Background: an optimization exercise with open tools, aiming at small area. Do not read the settings as production practice.
In this exercise RTL edits were held to simulation tests only and were not proved equivalent to the original.
Power is estimated from default activity; no workload was simulated.

<file path="flow/run.sh">
#!/bin/bash
# synth_recipe.tcl (not shown) runs the flow's synth.tcl, then flattens the netlist and writes it again
# the make line also repeats each setting of config.mk as NAME=value (left out here)
make -C /OpenROAD-flow-scripts/flow DESIGN_CONFIG=/design/flow/config.mk WORK_HOME=/design/flow/orfs CLKGATE_MAP_FILE= SYNTH_SCRIPT=/design/flow/synth_recipe.tcl finish
</file>
<file path="flow/config.mk">
export PLATFORM = sky130hd
export DESIGN_NAME = ReactionGame
export DESIGN_NICKNAME = ReactionGame
export VERILOG_FILES = /design/flow/design.v
export SDC_FILE = /design/flow/constraint.sdc
export NUM_CORES = 4
export LEC_CHECK = 0
export CAP_MARGIN = 20
export CORE_MARGIN = 2
export CORE_UTILIZATION = 40
export SLEW_MARGIN = 20
</file>
<file path="flow/constraint.sdc">
create_clock -name core_clock -period 25.0 [get_ports {CLOCK_50}]
set_input_delay 5.0000 -clock core_clock [delete_from_list [all_inputs] [get_ports {CLOCK_50}]]
set_output_delay 5.0000 -clock core_clock [all_outputs]
set_load 0.01 [all_outputs]
</file>
<file path="flow/design.v">
module lab2 (
input wire [3:0] x,
output wire [6:0] seg
);
	wire x3 = x[3];
	wire x2 = x[2];
	wire x1 = x[1];
	wire x0 = x[0];
	wire a_on = (x1 & x2) | (x1 & ~x3) | (x3 & ~x0) | (~x0 & ~x2) | (x0 & x2 & ~x3) | (x3 & ~x1 & ~x2);
	wire b_on = (~x0 & ~x2) | (~x2 & ~x3) | (x0 & x1 & ~x3) | (x0 & x3 & ~x1) | (~x0 & ~x1 & ~x3);
	wire c_on = (x0 & ~x1) | (x0 & ~x3) | (x2 & ~x3) | (x3 & ~x2) | (~x1 & ~x3);
	wire d_on = (x3 & ~x1) | (x0 & x1 & ~x2) | (x0 & x2 & ~x1) | (x1 & x2 & ~x0) | (~x0 & ~x2 & ~x3);
	wire e_on = (x3 & (x1 | x2)) | (~x0 & (x1 | ~x2));
	wire f_on = (x1 & x3) | (x2 & ~x0) | (x3 & ~x2) | (~x0 & ~x1) | (x2 & ~x1 & ~x3);
	wire g_on = (x0 & x3) | (x1 & ~x0) | (x1 & ~x2) | (x3 & ~x2) | (x2 & ~x1 & ~x3);
	assign seg[6] = ~g_on;
	assign seg[5] = ~f_on;
	assign seg[4] = ~e_on;
	assign seg[3] = ~d_on;
	assign seg[2] = ~c_on;
	assign seg[1] = ~b_on;
	assign seg[0] = ~a_on;
endmodule
module ReactionGame(
    input        CLOCK_50,
    input        reset,
    input  [1:0] KEY,
    output [9:0] LEDR,
    output [6:0] HEX0,
    output [6:0] HEX1
);
    reg [1:0] key_s1, key_s2, key_prev;
    always @(posedge CLOCK_50) begin
        key_s1   <= ~KEY;
        key_s2   <= key_s1;
        key_prev <= key_s2;
    end
    wire [1:0] key_edge = key_s2 & ~key_prev;
    reg [31:0] lfsr;
    always @(posedge CLOCK_50) begin
        if (reset) lfsr <= 32'hA5A5_A5A5;
        else       lfsr <= {lfsr[30:0], lfsr[31] ^ lfsr[21] ^ lfsr[1] ^ lfsr[0]};
    end
    localparam S_IDLE = 2'd0, S_AF = 2'd1, S_A = 2'd3, S_R = 2'd2;
    reg [1:0] state;
    reg       chosen;         
    reg [3:0] tens, ones;     
    reg [3:0] hi_t, hi_o, lo;
    wire lo_z = (lo == 4'd0);
    wire zero = lo_z && hi_t == 4'd12 && hi_o == 4'd5;
    wire correct  = chosen ? key_edge[1] : key_edge[0];
    wire any_edge = |key_edge;
    wire s99  = (tens == 4'd9) && (ones == 4'd9);
    wire s0   = (tens == 4'd0) && (ones == 4'd0);
    wire ge33 = (tens > 4'd3) || (tens == 4'd3 && ones >= 4'd3);
    wire [3:0] inc_t = (ones == 4'd9) ? tens + 4'd1 : tens;
    wire [3:0] inc_o = (ones == 4'd9) ? 4'd0 : ones + 4'd1;
    wire [3:0] dec_t = (ones == 4'd0) ? tens - 4'd1 : tens;
    wire [3:0] dec_o = (ones == 4'd0) ? 4'd9 : ones - 4'd1;
    reg [3:0] win_lo;
    always @(*) begin
        if (tens == 4'd0 && ones == 4'd0)                    win_lo = 4'd12;
        else if (tens == 4'd0 && ones <= 4'd8)               win_lo = 4'd11;
        else if (tens == 4'd0 || (tens == 4'd1 && ones <= 4'd6)) win_lo = 4'd10;
        else if (tens == 4'd1 || (tens == 4'd2 && ones <= 4'd4)) win_lo = 4'd9;
        else                                                 win_lo = 4'd8;
    end
    reg [11:0] idle_v;
    always @(*) begin
        case (reset ? 2'b01 : lfsr[1:0])
            2'b00:   idle_v = {4'd10, 4'd5, 4'd10};    
            2'b01:   idle_v = {4'd8,  4'd4, 4'd8};     
            2'b10:   idle_v = {4'd4,  4'd2, 4'd4};     
            default: idle_v = {4'd0,  4'd0, 4'd0};     
        endcase
    end
    always @(posedge CLOCK_50) begin
        if (reset || state == S_R) begin
            hi_t <= idle_v[11:8];
            hi_o <= idle_v[7:4];
            lo   <= idle_v[3:0];
        end else if (state == S_IDLE && zero) begin
            if (ge33) begin
                hi_t <= 4'd10; hi_o <= 4'd0; lo <= 4'd0;
            end else begin
                hi_t <= inc_t; hi_o <= inc_o; lo <= win_lo;
            end
        end else if (lo_z) begin
            lo <= 4'd11;
            if (hi_o == 4'd9) begin hi_o <= 4'd0; hi_t <= hi_t + 4'd1; end
            else hi_o <= hi_o + 4'd1;
        end else begin
            lo <= lo - 4'd1;
        end
        if (state == S_IDLE && zero)
            chosen <= lfsr[1];
        if (reset) begin
            state <= S_IDLE;
            tens <= 4'd0;
            ones <= 4'd0;
        end else begin
            case (state)
                S_IDLE: if (zero) state <= S_AF;
                S_R:    state <= S_IDLE;
                default: begin
                    if (correct) begin
                        if (!s99) begin tens <= inc_t; ones <= inc_o; end
                    end else if (any_edge || zero) begin
                        if (!s0) begin tens <= dec_t; ones <= dec_o; end
                    end
                    state <= (correct || any_edge || zero) ? S_R : S_A;
                end
            endcase
        end
    end
    wire lit = ~reset & state[1];    
    assign LEDR[9:2] = 8'b0;
    assign LEDR[1] = lit & chosen;
    assign LEDR[0] = lit & ~chosen;
    lab2 seg0(.x(ones), .seg(HEX0));
    lab2 seg1(.x(tens), .seg(HEX1));
endmodule
</file>
==> summary.txt <==
-- where the power goes --
part	total, W	switching, W	internal, W
Combinational	0.0000192	0.00000970	0.00000945
Clock	0.0000866	0.0000402	0.0000464
Sequential	0.000111	0.00000389	0.000107
Total	0.000217	0.0000538	0.000163
-- critical path: cells and delay by family --
| family | cells | cell delay [ns] |
|---|---|---|
| buffers and inverters | 4 | 1.47 |
| and+or+nand+nor | 1 | 0.20 |
-- layer usage --
layer / vias up / routed length, um / track usage (%)
li1: 1225 / - / -
met1: 1090 / 3160 / 22.2
met2: 49 / 2770 / 23.5
met3: 13 / 228 / 3.37
met4: 0 / 132 / 7.09
met5: - / 0 / 0
-- registers in the layout, summed over array words and instances, names as in the netlist, 4 cells and up --
| register | count |
|---|---|
| hi_o | 4 |
| hi_t | 4 |
| lo | 4 |
| tens | 4 |
| lfsr | 32 |
| ones | 4 |
-- metrics by stage --
stage | worst slack [ns] | utilization, % | total power [W] | cells
finish | 13.33 | 46.2 | 0.000217 | 464
global route | 13.20 | 46.2 | 0.000227 | 464
CTS | 13.31 | 46.2 | 0.000220 | 464
detailed placement | 13.31 | 43.6 | 0.000133 | 448
global placement | 13.31 | 43.6 | 0.000132 | 448
floorplan | 14.27 | - | 0.000129 | 353
-- final cells by class --
type | count | area [um2] | area share, %
Multi-Input combinational cell | 243 | 1610 | 45.5
Inverter | 20 | 75.1 | 2.13
Clock buffer | 9 | 124 | 3.51
Clock inverter | 7 | 72.6 | 2.06
Timing Repair Buffer | 22 | 213 | 6.02
Tap cell | 102 | 128 | 3.61
Sequential cell | 61 | 1310 | 37.1
-- path summary, 6_finish.rpt --
kind                  start   endpoint  slack (ns)  cells after the start
setup / recovery      reset    LEDR[1]       13.33                      5
hold / removal    key_s1[1]  key_s2[1]        0.33                      0
setup reg to reg      lo[0]    tens[3]       22.35                      7
hold reg to reg   key_s1[1]  key_s2[1]        0.33                      0
-- layout by cell type, fill, tap and decap left out, types with 3 or more instances in the layout --
cell type and instances:
a21o_1 4, a21oi_1 17, and3_1 4, buf_4 3, clkbuf_8 9, clkdlybuf4s50_1 19, conb_1 8, dfxtp_1 52
edfxtp_1 9, ha_1 10, inv_1 19, nand2_1 18, nand2b_1 5, nand3_1 8, nor2_1 26, nor2b_1 22
nor3_1 3, nor3b_1 3, o211ai_1 3, o21a_1 7, o21ai_0 22, o221ai_1 3, o22ai_1 4, o31ai_1 6
or2_2 15, xnor2_1 8
-- cells by family after synthesis --
family          after synthesis  synth area share, %
compound gates               91                 20.7
xor+xnor                     10                 2.81
fa+ha+maj                    10                 4.02
buf+inv                      49                 7.15
flops                        61                 42.1
mux                           4                 1.49
other cells                   1                0.120
simple gates                120                 21.6
==> flow_metrics.tcl <==
set metrics [dict create \
    fin_nets 371 \
    n_fill_cell 746 \
    syn_area_um2 3120 \
    ctsHoldBuffers 0 \
    grt_max_degree 48 \
    cts_buffer_depth 2 \
    die_y_um 92.3 \
    setup_viol 0 \
    ant_nets 0 \
    synth_area_per_cell_um2 9.00 \
    hold_viol_final 0 \
    synth-seq-cells 61 \
    yosys.area.top_type "dfxtp_1" \
    grt_pass1_vias 2235 \
    ir_drop_uv 40.8 \
    first_pass_iters 5 \
    rsz0062_at_grt "false" \
    cts_buffers 9 \
    htree_levels 3 \
    synth_common_cells "dfxtp_1 (52), nor2_1 (26), nor2b_1 (22), o21ai_0 (22), inv_1 (19)" \
    post_cts_buffers 0 \
    path_common_cell "clkdlybuf4s50_1" \
    rows 32 \
    synth_flop_cell "dfxtp_1" \
    drcViolationCount 0 \
    start_kind "input port" \
    track_usage_pct 15.9 \
    start_util_pct 40.7 \
    die_w_um 92.3 \
    netlist_instances 346 \
    gp_congestion 0.811 \
    synth_cell_type_count 66 \
    worstSetupPathType "input port to output port" \
    cts_tree "yes" \
    slew_headroom_pct 52.5 \
    synth_area_leaders "dfxtp_1 (33%), edfxtp_1 (8.7%), nor2b_1 (4.4%)" \
    root_buffer "clkbuf_8" \
    yosysSeqAreaShare_pct 42.1 \
    tightest_slew_ns 0.711 \
    clk_latency_ns 0.34 \
    antenna_found_initial 0 \
    cp-end-kind "output port" \
    worst_path_largest_cell_delay_ns 0.47 \
    slew_viol_final 0 \
    finalCritPeriodShare_pct 46.7 \
    layout-drive-gt1-share_pct 13.3 \
    overflow 0 \
    hold_ws_ns 0.329 \
    clock-sinks 61 \
    ios 28 \
    final_cell_area_um2 3530 \
    via_per_inst 5.12 \
    dieArea_um2 8510 \
    skew_ns 0.00946 \
    vias 2377 \
    synth_edf_count 9 \
    port_buffers 19 \
    async_flop_share_pct 0 \
    cts_resized 0 \
    coreArea_um2 7650 \
    final.setup.tns_ns 0 \
    fmax_mhz 85.7 \
    critPathRequiredTime_ns 20.00 \
    outcome "timing/DRC/antenna clean" \
    place_area_um2 3330 \
    slowest_stage "clkdlybuf4s50_1" \
    dp_hpwl_um 4400 \
    wl_per_cell_um 13.5 \
    synthToLayoutAreaGrowth_pct 13.3 \
    crit_path_cell_trace "clkdlybuf4s50_1 -> buf_4 -> inv_1 -> and3_1 -> clkdlybuf4s50_1" \
    grt_pass1_wl_um 10700 \
    antenna_cells 0 \
    ys_warn_count 1 \
    pwr_density_cell_nw_per_um2 61.4 \
    drt_wl_total_um 6290 \
    power_leakage_nw 1.36 \
    finalCriticalPeriod_ns 11.67 \
    clk_pin_slew_ns 0.07 \
    worstPathArrival_ns 6.67 \
    maxCapViolCount 0 \
    synth.most_common_cell "dfxtp_1" \
    hold_class "register to register" \
    path_max_fanout 47 \
    drtIter0Drc 98 \
    synth_top_area_share_pct 33.4 \
]

## afterwards: timing with drivers on the ports
The results above use ideal ports. As a check the final layout listed here was re-extracted and re-timed, cells and wires unchanged.
Step 1 sets driving cells, clkbuf_16 on the clock port and buf_2 on the other inputs (assumed; they add their load-dependent delay and slew).
Step 2, shift: input delay + t, output delay - t, t = (earliest + latest rising clock arrival at the registers) / 2. This alone moves slack from input paths to output paths.
Slacks: ideal ports / drivers / drivers and shift; pairs: ideal ports / drivers.
t (ns): 0.361
setup slack, ns: 13.331 / 13.306 / 13.306
slew at the worst register clock pin (ns): 0.07 / 0.07
worst data-port slew with drivers (ns): 0.03
cell pins on the clock port's net: 1
After both steps this run still meets setup and hold. The setup slack of this run moves by -0.025 ns with the drivers and by -0.025 ns with both steps.
